Source: an optimization exercise on an open RTL-to-GDS flow (aim: a short achievable clock period and few clock cycles). Production flows keep margins and buffers that such runs may drop. Function was checked by simulation only, so behaviour that the tests miss may differ from the original. No activity file was given, so power comes from the tool's default toggle rates.

## flow/config.mk

```make
export PLATFORM = sky130hd
export DESIGN_NAME = CPU_Control
export DESIGN_NICKNAME = CPU_Control
export VERILOG_FILES = /design/flow/design.v
export SDC_FILE = /design/flow/constraint.sdc
export NUM_CORES = 4
export LEC_CHECK = 0
export CAP_MARGIN = 20
export CORE_MARGIN = 2
export CORE_UTILIZATION = 40
export SLEW_MARGIN = 20
```

## flow/constraint.sdc

```tcl
create_clock -name core_clock -period 10.0 [get_ports {clk}]
set_input_delay 2.0000 -clock core_clock [delete_from_list [all_inputs] [get_ports {clk}]]
set_output_delay 2.0000 -clock core_clock [all_outputs]
set_load 0.01 [all_outputs]
```

## flow/design.v

```verilog
module ALU(
    A, B, C, Cin, Opcode, Flags,
);
input [15:0] A, B;          
input [7:0] Opcode;
output reg [15:0] C;        
output reg [4:0] Flags;     
input Cin;
parameter ADD    = 8'b00000101;
parameter ADDI   = 8'b0101xxxx;
parameter ADDU   = 8'b00000110;
parameter ADDUI  = 8'b0110xxxx;
parameter ADDC   = 8'b00000111;
parameter ADDCU  = 8'b00001000;  
parameter ADDCUI = 8'b1101xxxx;  
parameter ADDCI  = 8'b0111xxxx;
parameter SUB    = 8'b00001001;
parameter SUBI   = 8'b1001xxxx;
parameter CMP    = 8'b00001011;
parameter CMPI   = 8'b1011xxxx;
parameter CMPU   = 8'b00001111;  
parameter CMPUI  = 8'b1110xxxx;  
parameter AND    = 8'b00000001;
parameter ANDI   = 8'b0001xxxx; 
parameter OR     = 8'b00000010;
parameter XOR    = 8'b00000011;
parameter NOT    = 8'b00000100;  
parameter LSH    = 8'b10000100;
parameter LSHI   = 8'b1000000x;
parameter RSH    = 8'b10001100;  
parameter RSHI   = 8'b1000100x;  
parameter ALSH   = 8'b10000010;  
parameter ARSH   = 8'b10000011;  
parameter NOP    = 8'b00000000;
always @(A,B,Opcode, Cin) begin
	 C = 16'h0000;
	 Flags = 5'b0;
    casex (Opcode)
        ADD: begin
            {Flags[0], C} = A + B;
            if (C == 16'h0000) Flags[3] = 1'h1;
            else Flags[3] = 1'h0;
            if ((~A[15] & ~B[15] & C[15]) | (A[15] & B[15] & ~C[15]))
                Flags[2] = 1'h1;
            else
                Flags[2] = 1'h0;
            Flags[4] = C[15];
            Flags[1] = 1'h0;
        end
        ADDI: begin
            {Flags[0], C} = A + B;
            if (C == 16'h0000) Flags[3] = 1'h1;
            else Flags[3] = 1'h0;
            if ((~A[15] & ~B[15] & C[15]) | (A[15] & B[15] & ~C[15]))
                Flags[2] = 1'h1;
            else
                Flags[2] = 1'h0;
            Flags[4] = C[15];
            Flags[1:0] = 2'h0;
        end
        ADDU: begin
            {Flags[0], C} = A + B;
            if (C == 16'h0000) Flags[3] = 1'h1;
            else Flags[3] = 1'h0;
            Flags[4] = 1'h0;
            Flags[2:1] = 2'h0;
        end
        ADDUI: begin
            {Flags[0], C} = A + B;
            if (C == 16'h0000) Flags[3] = 1'h1;
            else Flags[3] = 1'h0;
            Flags[4] = 1'h0;
            Flags[2:1] = 2'h0;
        end
        ADDC: begin
            {Flags[0], C} = A + B + Cin;
            if (C == 16'h0000) Flags[3] = 1'h1;
            else Flags[3] = 1'h0;
            if ((~A[15] & ~B[15] & C[15]) | (A[15] & B[15] & ~C[15]))
                Flags[2] = 1'h1;
            else
                Flags[2] = 1'h0;
            Flags[4] = C[15];
            Flags[1:0] = 2'h0;
        end
        ADDCU: begin
            {Flags[0], C} = A + B + Cin;
            if (C == 16'h0000) Flags[3] = 1'h1;
            else Flags[3] = 1'h0;
            Flags[4] = 1'h0;
            Flags[2:1] = 2'h0;
        end
        ADDCUI: begin
            {Flags[0], C} = A + B + Cin;
            Flags[3] = (C == 16'b0);
            Flags[4] = C[15];
            Flags[2:1] = 2'b00;
        end
        ADDCI: begin
            {Flags[0], C} = A + B + Cin;
            Flags[3] = (C == 16'b0);
            Flags[4] = C[15];
            if ((A[15] == B[15]) && (A[15] != C[15]))
                Flags[2] = 1'b1;
            else
                Flags[2] = 1'b0;
            Flags[1] = 1'b0;
        end
        SUB: begin
            C = A - B;
            Flags[3] = (C == 16'b0);
            Flags[4] = C[15];
            if ((A[15] != B[15]) && (C[15] != A[15]))
                Flags[2] = 1'b1;
            else
                Flags[2] = 1'b0;
            Flags[1] = (A < B);
            Flags[0] = (A >= B);
        end
        SUBI: begin
            C = A - B;
            Flags[3] = (C == 16'b0);
            Flags[4] = C[15];
            if ((A[15] != B[15]) && (C[15] != A[15]))
                Flags[2] = 1'b1;
            else
                Flags[2] = 1'b0;
            Flags[1] = (A < B);
            Flags[0] = (A >= B);
        end
		  CMP: begin
		 	 Flags[3] = (A == B);                  
			 Flags[1] = (A < B);                   
			 Flags[4] = Flags[1] ^ (A[15] ^ B[15]);  
			 C = 16'b0;                            
		  end
		  CMPI: begin
		 	 Flags[3] = (A == B);                 
			 Flags[1] = (A < B);                  
			 Flags[4] = Flags[1] ^ (A[15] ^ B[15]); 
			 C = 16'b0;                           
		  end
		  CMPU: begin
		 	 Flags[3] = (A == B);                 
			 Flags[1] = (A < B);                  
			 Flags[4] = Flags[1] ^ (A[15] ^ B[15]); 
			 C = 16'b0;                           
		  end
		  CMPUI: begin
		 	 Flags[3] = (A == B);                 
			 Flags[1] = (A < B);                  
			 Flags[4] = Flags[1] ^ (A[15] ^ B[15]);
			 C = 16'b0;                         
		  end
        AND: begin
            C = A & B;
            Flags[4] = C[15];
            Flags[3] = (C == 16'h0000);
            Flags[2] = 1'b0;
            Flags[1] = 1'b0;
            Flags[0] = 1'b0;
        end
		  ANDI: begin
	         C = A & B;
            Flags[4] = C[15];
            Flags[3] = (C == 16'h0000);
            Flags[2] = 1'b0;
            Flags[1] = 1'b0;
            Flags[0] = 1'b0;
		  end
        OR: begin
            C = A | B;
            Flags[4] = C[15];
            Flags[3] = (C == 16'h0000);
            Flags[2] = 1'b0;
            Flags[1] = 1'b0;
            Flags[0] = 1'b0;
        end
        XOR: begin
            C = A ^ B;
            Flags[4] = C[15];
            Flags[3] = (C == 16'h0000);
            Flags[2] = 1'b0;
            Flags[1] = 1'b0;
            Flags[0] = 1'b0;
        end
        NOT: begin
            C = ~A;
            Flags[4] = C[15];
            Flags[3] = (C == 16'h0000);
            Flags[2] = 1'b0;
            Flags[1] = 1'b0;
            Flags[0] = 1'b0;
        end
        LSH: begin
            C = A << B[4:0];
            Flags[4] = 1'b0;
            Flags[3] = (C == 16'h0000);
            Flags[2] = 1'b0;
            Flags[1] = 1'b0;
            Flags[0] = 1'b0;
        end
        LSHI: begin
            C = A << B[4:0];
            Flags[4] = 1'b0;
            Flags[3] = (C == 16'h0000);
            Flags[2] = 1'b0;
            Flags[1] = 1'b0;
            Flags[0] = 1'b0;
        end
        RSH: begin
            C = A >> B[4:0];
            Flags[4] = 1'b0;
            Flags[3] = (C == 16'h0000);
            Flags[2] = 1'b0;
            Flags[1] = 1'b0;
            Flags[0] = 1'b0;
        end
        RSHI: begin
            C = A >> B[4:0];
            Flags[4] = 1'b0;
            Flags[3] = (C == 16'h0000);
            Flags[2] = 1'b0;
            Flags[1] = 1'b0;
            Flags[0] = 1'b0;
        end
        ALSH: begin
            C = A << B[4:0];
            Flags[4] = C[15];
            Flags[3] = (C == 16'h0000);
            Flags[2] = 1'b0;
            Flags[1] = 1'b0;
            Flags[0] = 1'b0;
        end
        ARSH: begin
            C = $signed(A) >>> B[4:0];
            Flags[4] = C[15];
            Flags[3] = (C == 16'h0000);
            Flags[2] = 1'b0;
            Flags[1] = 1'b0;
            Flags[0] = 1'b0;
        end
        NOP: begin
            C = A;
            Flags = 5'b00000;
        end
    endcase
end
endmodule
module Register(
    input  [15:0] D_in,
    input         wEnable,
    input         reset,
    input         clk,
    output reg [15:0] r
);
    always @(posedge clk) begin
        if (reset)        r <= 16'h0000;
        else if (wEnable) r <= D_in;
    end
endmodule
module RegBank(
    input         clk,
    input         reset,
    input  [15:0] wData,         
    input  [15:0] regEnable,     
    input  [3:0]  ra_idx,        
    input  [3:0]  rb_idx,        
    output reg [15:0] busA,
    output reg [15:0] busB_reg
);
    wire [15:0] reg_data [0:15];
    genvar i;
    generate
        for (i=0; i<16; i=i+1) begin : GEN_REG
            Register u_reg (
                .D_in    (wData),
                .wEnable (regEnable[i]),
                .reset   (reset),
                .clk     (clk),
                .r       (reg_data[i])
            );
        end
    endgenerate
    always @(*) begin
        if (reset) begin
            busA     = 16'h0000;
            busB_reg = 16'h0000;
        end else begin
            case (ra_idx)
                4'd0:  busA = reg_data[0];
                4'd1:  busA = reg_data[1];
                4'd2:  busA = reg_data[2];
                4'd3:  busA = reg_data[3];
                4'd4:  busA = reg_data[4];
                4'd5:  busA = reg_data[5];
                4'd6:  busA = reg_data[6];
                4'd7:  busA = reg_data[7];
                4'd8:  busA = reg_data[8];
                4'd9:  busA = reg_data[9];
                4'd10: busA = reg_data[10];
                4'd11: busA = reg_data[11];
                4'd12: busA = reg_data[12];
                4'd13: busA = reg_data[13];
                4'd14: busA = reg_data[14];
                4'd15: busA = reg_data[15];
                default: busA = 16'h0000;
            endcase
            case (rb_idx)
                4'd0:  busB_reg = reg_data[0];
                4'd1:  busB_reg = reg_data[1];
                4'd2:  busB_reg = reg_data[2];
                4'd3:  busB_reg = reg_data[3];
                4'd4:  busB_reg = reg_data[4];
                4'd5:  busB_reg = reg_data[5];
                4'd6:  busB_reg = reg_data[6];
                4'd7:  busB_reg = reg_data[7];
                4'd8:  busB_reg = reg_data[8];
                4'd9:  busB_reg = reg_data[9];
                4'd10: busB_reg = reg_data[10];
                4'd11: busB_reg = reg_data[11];
                4'd12: busB_reg = reg_data[12];
                4'd13: busB_reg = reg_data[13];
                4'd14: busB_reg = reg_data[14];
                4'd15: busB_reg = reg_data[15];
                default: busB_reg = 16'h0000;
            endcase
        end
    end
endmodule
module mux(
  input  [15:0] in0,
  input  [15:0] in1,
  input         sel,
  output [15:0] out
);
  assign out = sel ? in1 : in0;
endmodule
module RegALU(
    input         clk,
    input         reset,
    input         wEnable,         
    input  [3:0]  ra_idx,          
    input  [3:0]  rb_idx,          
    input  [7:0]  opcode,          
    input  [15:0] immB,            
    input         selB_imm,        
    input  [15:0] wb_data,         
    input         flags_en,        
    output [15:0] busA_out,        
    output [15:0] busB_out,        
    output [15:0] alu_out,         
    output [4:0]  flags,           
    input  [15:0] ps2_data
);
    wire [15:0] busA_reg;
    wire [15:0] busB_reg;
    wire [15:0] regEnable = wEnable ? (16'h0001 << ra_idx) : 16'h0000;
    RegBank uRegBank (
        .clk       (clk),
        .reset     (reset),
        .wData     (wb_data),
        .regEnable (regEnable),
        .ra_idx    (ra_idx),
        .rb_idx    (rb_idx),
        .busA      (busA_reg),
        .busB_reg  (busB_reg)
    );
    wire [15:0] busA_eff = (ra_idx == 4'd15) ? ps2_data : busA_reg;
    wire [15:0] busB_eff = (rb_idx == 4'd15) ? ps2_data : busB_reg;
    assign busA_out = busA_eff;
    assign busB_out = busB_eff;
    wire [4:0] alu_flags;
    reg  [4:0] flags_reg;
    always @(posedge clk or posedge reset) begin
        if (reset)
            flags_reg <= 5'b0;
        else if (flags_en)
            flags_reg <= alu_flags;
    end
    assign flags = flags_reg;
    wire [15:0] B_sel = selB_imm ? immB : busB_eff;
    wire cin_to_alu = flags_reg[0];
    ALU uALU (
        .A      (busA_eff),
        .B      (B_sel),
        .Cin    (cin_to_alu),
        .Opcode (opcode),
        .C      (alu_out),
        .Flags  (alu_flags)
    );
endmodule
module pc (
    input  wire        clk,
    input  wire        rst,
    input  wire        PCe,
	 input  wire [15:0]  PC_in,
    output reg [15:0]  PC_value
);
    always @(posedge clk or posedge rst) begin
        if (rst)
            PC_value <= 16'h0000;
        else if (PCe)
				PC_value <= PC_in;
    end
endmodule
module controlFSM (
	input  wire        clk,
   input  wire        rst,
   input  wire [15:0] inst,         
	input  wire [4:0]  flags,        
   output reg         PCe,          
	output reg  [1:0]  PCsrc,        
   output reg [15:0]  branch_disp,  
   output reg         Ren,          
   output reg [3:0]   Rsrc,
   output reg [3:0]   Rdest,
   output reg         R_I,          
   output reg [7:0]   Opcode,
   output reg [7:0]   Imm,           
	output reg         mem_WE,			 
	output reg      	 LSCntl,			
	output reg [1:0]   ALU_MUX_Cntl,
	output reg         flags_en       
);
	reg [2:0] state;
	reg        dec_R_I;
	reg [3:0]  dec_Rsrc, dec_Rdest;
	reg [7:0]  dec_Opcode, dec_Imm;
	reg        dec_is_cmp;
	reg        dec_is_nop;           
	reg        dec_is_store;        
	reg        dec_is_load;         
   reg        dec_is_branch;
   reg        dec_is_jump;
   reg [3:0]  dec_cond;       
   reg [7:0]  dec_disp8;      
   reg [3:0]  dec_jtarget;    
	reg 		  branch_reset;   
	reg 		  next_branch_reset;
	reg prev_mem_we, prev_LSCntl;  
	reg [15:0] inst_reg;  
	wire ir_en;
   wire [3:0] op    = inst_reg[15:12];  
   wire [3:0] ext   = inst_reg[7:4];    
	wire is_rtype_base  = (op == 4'b0000);
	wire is_rtype_shift = (op == 4'b1000) && (ext == 4'b0100 || ext == 4'b1100 || ext == 4'b0010 || ext == 4'b0011);
	wire is_rtype = is_rtype_base | is_rtype_shift;
	wire is_cmp_r  = (is_rtype_base && ext == 4'b1011);  
	wire is_cmpi_i = (op == 4'b1011);                    
	wire is_nop    = (is_rtype_base && ext == 4'b0000); 
   wire is_load  = (op == 4'b0100) && (ext == 4'b0000);
   wire is_store = (op == 4'b0100) && (ext == 4'b0100);
   wire is_branch = (op == 4'b1100);                      
   wire is_jump   = (op == 4'b0100) && (ext == 4'b1100);  
	wire is_storePC    = (op == 4'b0100) && (ext == 4'b1000);  
    function automatic cond_true;
        input [3:0] cond;
        input [4:0] flags_in;
        reg N,Z,F,L,C;
        begin
            N = flags_in[4];
            Z = flags_in[3];
            F = flags_in[2];
            L = flags_in[1];
            C = flags_in[0];
            case (cond)
                4'b0000: cond_true = (Z == 1'b1);                        
                4'b0001: cond_true = (Z == 1'b0);                        
                4'b0010: cond_true = (C == 1'b1);                        
                4'b0011: cond_true = (C == 1'b0);                        
                4'b0100: cond_true = (L == 1'b1);                        
                4'b0101: cond_true = (L == 1'b0);                        
                4'b0110: cond_true = (N == 1'b1);                        
                4'b0111: cond_true = (N == 1'b0);                        
                4'b1000: cond_true = (F == 1'b1);                        
                4'b1001: cond_true = (F == 1'b0);                        
                4'b1010: cond_true = (L == 1'b0 && Z == 1'b0);           
                4'b1011: cond_true = (L == 1'b1 || Z == 1'b1);           
                4'b1100: cond_true = (N == 1'b0 && Z == 1'b0);           
                4'b1101: cond_true = (N == 1'b1 || Z == 1'b1);           
                4'b1110: cond_true = 1'b1;                               
                4'b1111: cond_true = 1'b0;                               
                default: cond_true = 1'b0;
            endcase
        end
    endfunction
    localparam S0_FETCH   = 3'b000;
    localparam S1_DECODE  = 3'b001;
	 localparam S2_EXECUTE = 3'b010;
	 localparam S3_STORE  = 3'b011;
	 localparam S4_LOAD   = 3'b100;
	 localparam S5_DOUT   = 3'b101;
	always @(posedge clk or posedge rst) begin
	  if (rst)
			state <= S0_FETCH;
	  else begin
			case (state)
             S0_FETCH:  state <= ir_en ? S1_DECODE : S0_FETCH;  
             S1_DECODE : begin
               if (is_store)      state <= S3_STORE;
               else if (is_load)  state <= S4_LOAD;
               else               state <= S2_EXECUTE;  
               end
             S2_EXECUTE: state <= S0_FETCH;  
             S3_STORE  : state <= S0_FETCH;  
             S4_LOAD   : state <= S5_DOUT;   
             S5_DOUT   : state <= S0_FETCH;
				 default:   state <= S0_FETCH; 
			endcase
	  end
	end
	always @(posedge clk or posedge rst) begin
	  if (rst) begin
		 prev_mem_we  <= 1'b0;
		 prev_LSCntl  <= 1'b0;
	  end else begin
		 prev_mem_we  <= mem_WE;
		 prev_LSCntl  <= LSCntl;
	  end
	end
   assign ir_en = (state == S0_FETCH) 
		&& !prev_mem_we       
		&& !prev_LSCntl;		 
	always @(posedge clk or posedge rst) begin
	  if (rst) begin
			inst_reg <= 16'h0000;
			branch_reset <= 1'b0;
	  end else begin
			if (ir_en) begin
				if (branch_reset || next_branch_reset) begin
					inst_reg	<= 16'h0000;
					branch_reset <= 1'b0;
				end else begin
					inst_reg <= inst;
					branch_reset <= next_branch_reset;	 
				end
			end else begin
				branch_reset <= branch_reset | next_branch_reset;
			end
		end
	end
	always @(posedge clk) begin
	  PCe    <= 1'b0;
	  flags_en <= 1'b0;
	  PCsrc         <= 2'b00;  
     branch_disp   <= 16'h0000;
	  next_branch_reset  <= 1'b0; 
	  Ren    <= 1'b0;
	  Rsrc   <= 4'b0000;
	  Rdest  <= 4'b0000;
	  R_I    <= 1'b0;
	  Opcode <= 8'h00;
	  Imm    <= 8'h00;
	  mem_WE     <= 1'b0;   
	  LSCntl <= 1'b0;
	  ALU_MUX_Cntl <= 1'b0;
	  case (state)
			S0_FETCH: begin
				ALU_MUX_Cntl <= 1'b0;
				LSCntl <= 1'b0;
				PCe    <= 1'b0; 
				Ren    <= 1'b0;  
				Rsrc   <= 4'b0000; 
				Rdest  <= 4'b0000; 
				R_I    <= 1'b0; 
				Opcode <= 8'h00; 
				Imm    <= 8'h00;
				mem_WE <= 1'b0;
				flags_en <= 1'b0;	
			end
			S1_DECODE: begin
				PCe <= 1'b0;
				Ren <= 1'b0;
				mem_WE  <= 1'b0;
				flags_en <= 1'b0;
            dec_is_store <= 1'b0;
            dec_is_load  <= 1'b0;
            dec_is_cmp   <= 1'b0;
            dec_is_nop   <= 1'b0;
				if (is_store) begin
					dec_R_I      <= 1'b0;       
					dec_Rdest  <= inst_reg[11:8];
					dec_Rsrc   <= inst_reg[3:0];
					dec_Imm      <= 8'h00;
					dec_Opcode   <= 8'h00;      
					dec_is_cmp   <= 1'b0;
					dec_is_nop   <= 1'b0;
					dec_is_store <= 1'b1;
					dec_is_load  <= 1'b0;
				end
				else if (is_load) begin
					dec_R_I      <= 1'b0;       
					dec_Rdest  <= inst_reg[11:8];
					dec_Rsrc   <= inst_reg[3:0];
					dec_Imm      <= 8'h00;
					dec_Opcode   <= 8'h00;      
					dec_is_cmp   <= 1'b0;
					dec_is_nop   <= 1'b0;
					dec_is_store <= 1'b0;
					dec_is_load  <= 1'b1;
				end
				else if (is_rtype) begin
					dec_R_I    <= 1'b0;                   
					dec_Rdest  <= inst_reg[11:8];
					dec_Rsrc   <= inst_reg[3:0];
					dec_Imm    <= 8'h00;
					dec_Opcode <= {op, ext};
					dec_is_cmp <= is_cmp_r;
					dec_is_store <= 1'b0;
					dec_is_load  <= 1'b0;
					dec_is_nop <= is_nop;                 
				end 
				else if (is_branch || is_jump) begin
			      dec_R_I      <= 1'b0;
				   dec_Rdest    <= 4'h0;
			      dec_Rsrc   <= (is_jump) ? inst_reg[3:0] : 4'h0;  
			  	   dec_Imm    <= inst_reg[7:0];                    
				   dec_Opcode   <= 8'h00;
				   dec_is_cmp   <= 1'b0;
				   dec_is_nop   <= 1'b0;
					dec_is_store <= 1'b0;
					dec_is_load  <= 1'b0;
				end
				else begin
					dec_R_I    <= 1'b1;                   
					dec_Rdest  <= inst_reg[11:8];
					dec_Rsrc   <= 4'h0;                   
					dec_Imm    <= inst_reg[7:0];
					dec_Opcode <= {op, inst_reg[11:8]};
					dec_is_cmp <= is_cmpi_i;
					dec_is_nop <= 1'b0;                   
					dec_is_store <= 1'b0;
					dec_is_load  <= 1'b0;
				end
			end
			S2_EXECUTE: begin
				 PCe    <= 1'b1;                         
				 PCsrc  <= 2'b00;           
				 R_I    <= dec_R_I;                      
				 Rdest  <= dec_Rdest;                    
				 Rsrc   <= dec_Rsrc;                     
				 Imm    <= dec_Imm;                      
				 Opcode <= dec_Opcode;                   
				 branch_disp <= {{8{dec_Imm[7]}}, dec_Imm};  
				 flags_en <= 1'b1;
				 next_branch_reset  <= 1'b0;
				 Ren <= (dec_is_cmp || dec_is_nop) ? 1'b0 : 1'b1; 
				 if (is_branch) begin
                    Ren <= 1'b0;
                    if (cond_true(inst_reg[11:8], flags)) begin
                        PCe         <= 1'b1;
                        PCsrc       <= 2'b01;  
                        branch_disp <= {{8{inst_reg[7]}}, inst_reg[7:0]};
								next_branch_reset <= 1'b1;
                    end else begin
                        PCe   <= 1'b1;
                        PCsrc <= 2'b00;        
                    end
                end
              if (is_jump) begin
				        Ren <= 1'b0;
                    if (cond_true(inst_reg[11:8], flags)) begin
                        PCe   <= 1'b1;
                        PCsrc <= 2'b10;        
                        Rsrc  <= inst_reg[3:0];           
								next_branch_reset <= 1'b1;
                    end else begin
                        PCe   <= 1'b1;
                        PCsrc <= 2'b00;        
                    end
              end
				  if (is_storePC) begin
						  PCe          <= 1'b1;
						  PCsrc <= 2'b00;
						  ALU_MUX_Cntl <= 2'b10;
				  end else begin
						  ALU_MUX_Cntl <= 2'b00;						  
				  end
			end
			S3_STORE: begin
				PCe    <= 1'b1;                         
				Ren    <= 1'b0;                         
				mem_WE <= 1'b1;                         
				R_I    <= 1'b0;                         
				Rdest  <= dec_Rdest;                    
				Rsrc   <= dec_Rsrc;                     
				Opcode <= 8'h00; 								 
				Imm    <= 8'h00;								 
				LSCntl <= 1'b1;								 
				ALU_MUX_Cntl <= 1'b00;						 
				flags_en <= 1'b0;
			end
        S4_LOAD: begin
          PCe    <= 1'b0;									 
          Ren    <= 1'b0;									 
          mem_WE <= 1'b0;								    
          R_I    <= 1'b0;									 
          Rdest  <= dec_Rdest;							 
          Rsrc   <= dec_Rsrc;								 
          Opcode <= 8'h00;									 
          Imm    <= 8'h00;									 
			 LSCntl <= 1'b1;									 
			 ALU_MUX_Cntl <= 1'b00;							 
			 flags_en <= 1'b0;
        end
        S5_DOUT: begin
          PCe    <= 1'b1;									 
          Ren    <= 1'b1;									 
          mem_WE <= 1'b0;								    
			 R_I	  <= 1'b0;									 
          Rdest  <= dec_Rdest;							 
          Rsrc   <= dec_Rsrc;								 
          Opcode <= 8'h00;									 
          Imm    <= 8'h00;							 
			 LSCntl <= 1'b0;
			 ALU_MUX_Cntl <= 1'b01;							 
			 flags_en <= 1'b0;
        end      
	  endcase
	end
endmodule
module CPU_Control (
    input  wire        clk,
    input  wire        rst,
    input  wire [15:0] ps2_data,
    output reg  [15:0] mem_addr,    
    output wire [15:0] mem_din,     
    input  wire [15:0] mem_dout,    
    output wire        mem_WE       
);
    wire [15:0] PC_value;
    wire        PCe;                
    wire        Ren;                
    wire [3:0]  Rsrc;               
    wire [3:0]  Rdest;              
    wire        R_I;                
    wire [7:0]  Opcode;             
    wire [7:0]  Imm;                
    wire [15:0] alu_out;
    wire [4:0]  flags;
    wire [15:0] busA_out;
    wire [15:0] busB_out;
    wire        LSCntl;             
    wire [1:0]  ALU_MUX_Cntl;       
    wire        flags_en;
    wire [1:0]  PCsrc;              
    wire [15:0] branch_disp;        
    wire [15:0] branch_PC = PC_value + branch_disp;
    wire [15:0] inc_PC    = PC_value + 16'h0001;
    reg  [15:0] PC_next;
    always @(*) begin
        case (PCsrc)
            2'b00:   PC_next = inc_PC;        
            2'b01:   PC_next = branch_PC;     
            2'b10:   PC_next = busB_out;      
            default: PC_next = inc_PC;
        endcase
    end
    always @(*) begin
        case (LSCntl)
            1'b0:    mem_addr = PC_value;     
            1'b1:    mem_addr = busB_out;     
            default: mem_addr = 16'h0000;
        endcase
    end
    reg [15:0] wb_data;
    always @(*) begin
        case (ALU_MUX_Cntl)
            2'b00:   wb_data = alu_out;       
            2'b01:   wb_data = mem_dout;      
            2'b10:   wb_data = PC_value;      
            default: wb_data = 16'h0000;
        endcase
    end
    pc uPC (
        .clk      (clk),
        .rst      (rst),
        .PCe      (PCe),
        .PC_in    (PC_next),
        .PC_value (PC_value)
    );
    controlFSM uFSM (
        .clk          (clk),
        .rst          (rst),
        .inst         (mem_dout),     
        .flags        (flags),
        .PCe          (PCe),
        .PCsrc        (PCsrc),
        .branch_disp  (branch_disp),
        .Ren          (Ren),
        .Rsrc         (Rsrc),
        .Rdest        (Rdest),
        .R_I          (R_I),
        .Opcode       (Opcode),
        .Imm          (Imm),
        .mem_WE       (mem_WE),
        .LSCntl       (LSCntl),
        .ALU_MUX_Cntl (ALU_MUX_Cntl),
        .flags_en     (flags_en)
    );
    RegALU uRegALU (
        .clk       (clk),
        .reset     (rst),
        .wEnable   (Ren),
        .ra_idx    (Rdest),
        .rb_idx    (Rsrc),
        .opcode    (Opcode),
        .immB      ({8'h00, Imm}),    
        .selB_imm  (R_I),
        .wb_data   (wb_data),
        .flags_en  (flags_en),
        .busA_out  (busA_out),
        .busB_out  (busB_out),
        .alu_out   (alu_out),
        .flags     (flags),
        .ps2_data  (ps2_data)        
    );
    assign mem_din = busA_out;      
endmodule
```

## flow/run.sh

```bash
#!/bin/bash
# synth_recipe.tcl (not shown) runs the flow's synth.tcl, then flattens the netlist and writes it again
# the make line also repeats each setting of config.mk as NAME=value (left out here)
make -C /OpenROAD-flow-scripts/flow DESIGN_CONFIG=/design/flow/config.mk WORK_HOME=/design/flow/orfs CLKGATE_MAP_FILE= SYNTH_SCRIPT=/design/flow/synth_recipe.tcl finish
```

==> summary.txt <==
Status: complete, no violations
Reg2Reg Depth: 20
Clock latency (worst-skew pair): 620 ps
Xor/xnor share of the synthesized area: 1.64%
Sw frac: 56.7%
Vias: 27,507
Final slew viol count: 0
Setup Fix Bufs, Post-CTS: 0
Commonest non-fill, non-tap cell in the layout: nor2_1
Crit end category: flip-flop
Async S/R FF share, synth: 12.2%
Max stage delay on crit path: 840 ps
TritonCTS buffer count: 41
MaxCap Viol Count: 0
Clk pwr share: 14.1%
Leakage: 9.55 nW
Internal: 4.67 mW
Worst Tran Pin Value: 1190 ps
Clk sinks: 353
WHS: 351 ps
Fraction of layout cells with a size suffix above 1: 10.6%
Vias in the first global route: 25,791
Root buffer cell: clkbuf_16
Max clock buf depth: 3
1st-pass router iterations: 9
Compound-Gate Fraction of Synth Area: 31.0%
Top Ports: 67
WP data required: 10,450 ps
Register area share after synthesis: 30.1%
H-tree depth: 2
RSZ-0062 raised after global routing: false
Class of the worst hold path: flip-flop to flip-flop
Critical Path, Cell by Cell: nand2_1 -> nor2_1 -> a221oi_1 -> a21oi_1 -> o221ai_1 -> o21ai_0 -> mux2_2 -> ha_1 -> nor2b_4 -> a22o_1 -> or4_4 -> a311oi_2 -> a311oi_2 -> or4_4 -> or3_4 -> nand2_1 -> a21oi_1 -> nor2_1 -> a32o_1 -> a211oi_1
Max FFs per register: 240
Detail Placement HPWL: 96,400 µm
Final Hold Viols: 0
Hold depth: 0
Grt total ovfl: 0
Fin Setup TNS: 0 ps
Worst Setup EP: uRegALU.uRegBank.GEN_REG[12].u_reg.r[13]
Fmax: 0.124 GHz
Most frequent cells in the layout: nor2_1 (360), dfxtp_1 (275), a21oi_1 (240)
Post-Route Skew: 48.5 ps
Die Ht: 254 µm
Post-Synthesis Cells: 3,198
Crit Path Class: flip-flop to flip-flop
Reg-to-Reg Start: uFSM.Rsrc[1]
Synthesis-to-finish area growth: 11.1%
Routed wire length: 132,000 µm
Adder-cell share of the synthesized area: 3.77%
GPL Wtd Cong: 1.04
Final Setup Violations: 0
Die Wd: 254 µm
#FFs+latches synth: 353
Peak VDD IR: 0.226 mV
Wire per inst: 32.9 µm
Most Crowded Layer GR: met2
Area of the mapped netlist: 25,100 µm²
Post-route ant nets: 0
M2 GR Usage: 61.0%
Final Cycle Share: 80.5%
Slowest CP cell: nor2_1
Psw: 6.12 mW
Post-synthesis mux area share: 5.05%
Site Rows: 91
Synth Net Count: 3,305
TritonCTS clock tree: built
Pwr per Cell Area: 387 nW/µm²
I/O Buffers: 66
Largest family of logic cells by synthesized area: compound AO/OA/AOI/OAI gates
Die area: 64,700 µm²
Vias per cell: 6.84
Arrival @ worst endpoint: 8500 ps
First-pass GRT wire length: 187,000 µm
GRT Util Overall: 39.8%
Largest net degree at the start of global routing: 79
Hold buffer count at CTS: 0
Clk pin slew, worst setup/hold paths: 60 ps
Core ar.: 61,800 µm²
Post-synth EDFFs: 27
Avg Inst Size Synth: 7.84 µm²
# resized after CTS: 0
Flop pwr share: 18.1%
Tmin final: 8050 ps
Comb power frac: 67.7%
YS warnings: 7
Yosys cell types: 112
FF-to-FF setup slack: 1950 ps
Met3 usage: 10.4%
DR iter-0 viols: 3,898
Worst setup SP type: flip-flop
M1 GR Usage: 48.5%
Slew HR: 20.3%
Post-Synth Simple-Gate Area: 22.0%
Crit Reg-Reg Endpoint: uRegALU.uRegBank.GEN_REG[12].u_reg.r[13]
Dominant synthesized flop cell: dfxtp_1
Initial antenna violation count: 2
Worst setup startpoint: uFSM.Rsrc[1]
Nets: 3,257
Drt drc: 0
Worst Path Max Fanout: 15
Initial Utilization: 40.6%
-- worst min path at each step --
| stage | start | endpoint |
|---|---|---|
| after global routing | uFSM.mem_WE | uFSM.prev_mem_we |
| after floorplan | uFSM.LSCntl | uFSM.prev_LSCntl |
| after global placement | uFSM.LSCntl | uFSM.prev_LSCntl |
| after detailed placement | uFSM.LSCntl | uFSM.prev_LSCntl |
| final | uFSM.LSCntl | uFSM.prev_LSCntl |
| after CTS | uFSM.LSCntl | uFSM.prev_LSCntl |
-- layer usage --
layer	vias to the layer above	routed length (µm)
li1	11876	-
met1	13208	50000
met2	1852	56400
met3	569	14100
met4	2	11500
met5	-	11
-- power by group through the flow --
stage | combinational, mW | clock (mW) | sequential [mW]
after floorplan | 4.40 | 0 | 1.76
after global placement | 6.97 | 0 | 1.97
after detailed placement | 6.95 | 0 | 1.98
after CTS | 6.98 | 1.53 | 1.95
after global routing | 7.55 | 1.58 | 1.98
final | 7.31 | 1.52 | 1.96
-- stage by stage --
step	util (%)	cell area [µm²]	setup WS [ps]	cells	total power [mW]
2_1_floorplan	-	25100	2770	3198	6.16
3_3_place_gp	42.9	26500	1930	3943	8.94
3_5_place_dp	42.9	26500	1730	3943	8.93
4_1_cts	45.0	27800	2380	4016	10.5
5_1_grt	45.1	27900	1770	4018	11.1
6_report	45.1	27900	1950	4019	10.8
-- cell usage after synthesis, types with 14 or more instances --
cell type	number	share of area, %
a22oi_1	34	1.0
nand2_1	239	3.6
buf_2	60	1.2
dfrtp_1	43	4.3
o221ai_1	24	0.84
a22o_1	22	0.77
a221oi_1	28	0.98
edfxtp_1	27	3.2
nand3b_1	22	0.66
a21o_1	15	0.45
clkbuf_1	165	2.5
nand4_1	21	0.52
nand2b_1	32	0.80
o21ai_0	175	3.5
xnor2_1	35	1.2
nor4_1	23	0.57
buf_1	16	0.24
a31oi_1	44	1.1
mux2i_1	76	3.0
or3_1	22	0.55
a32o_1	14	0.56
nor2_1	376	5.6
nor2b_1	35	0.87
a21oi_1	240	4.8
o22a_1	14	0.49
and2_1	65	1.6
a211oi_1	204	6.1
nand3_1	117	2.3
and3_1	21	0.52
inv_1	83	1.2
buf_4	21	0.63
o21a_1	18	0.54
a32oi_1	30	1.0
o211ai_1	49	1.5
ha_1	70	3.5
mux2_2	33	1.5
nor3_1	70	1.4
or2_2	14	0.35
dfxtp_1	283	23
o22ai_1	25	0.62
-- cells by family (layout without fill, tap and decap cells) --
group | count (synthesis) | after routing
XOR/XNOR | 46 | 46
AND/OR/NAND/NOR | 1128 | 1128
other | 0 | 2
multiplexers | 115 | 115
adder cells (fa/ha/maj) | 74 | 74
AO/OA/AOI/OAI | 1116 | 1116
buffers and inverters | 366 | 348
flip-flops | 353 | 353
-- area by class of cell --
class	instances	area, µm²
multi-input cells	2479	16000
flip-flops and latches	353	7560
diodes	2	5.00
repair buffers	183	1580
fillers	6242	34000
inverters	92	347
clock inverters	17	168
clock buffers	56	1140
well taps	837	1050
-- worst max-delay path, delay by kind of cell (launching register included) --
kind            cells  cell delay, ps
compound gates     10            3000
fa+ha+maj           1             370
simple gates        8            3430
mux                 1             430
flops               1             650
Testbench counts, summed over its fixed seeds: cycles 46,716.

[what the ideal ports hide]
The flow's constraints put no driver on any port. The routed layout listed below was extracted and timed again, unchanged, in two steps.
Step 1 assumes that a clkbuf_16 drives the clock port and a buf_2 every other input.
Step 2 moves the port delays by t, midway between the first and last clock arrival at a register: inputs arrive t later, outputs are due t later. That takes back most of the time a late clock gives input paths.
Three values: ideal ports, drivers, drivers and shift; two values: the first two.
t (ns): 0.652
setup WS [ns]: 1.947 / 1.947 / 1.506
worst setup path at the end: input to register
slew at the worst register clock pin (ns): 0.07 / 0.07
worst data-port slew with drivers (ns): 0.08
After both steps setup and hold are still met in this run. For this run, drivers alone change the setup slack by 0.000 ns; drivers and shift together by -0.441 ns.
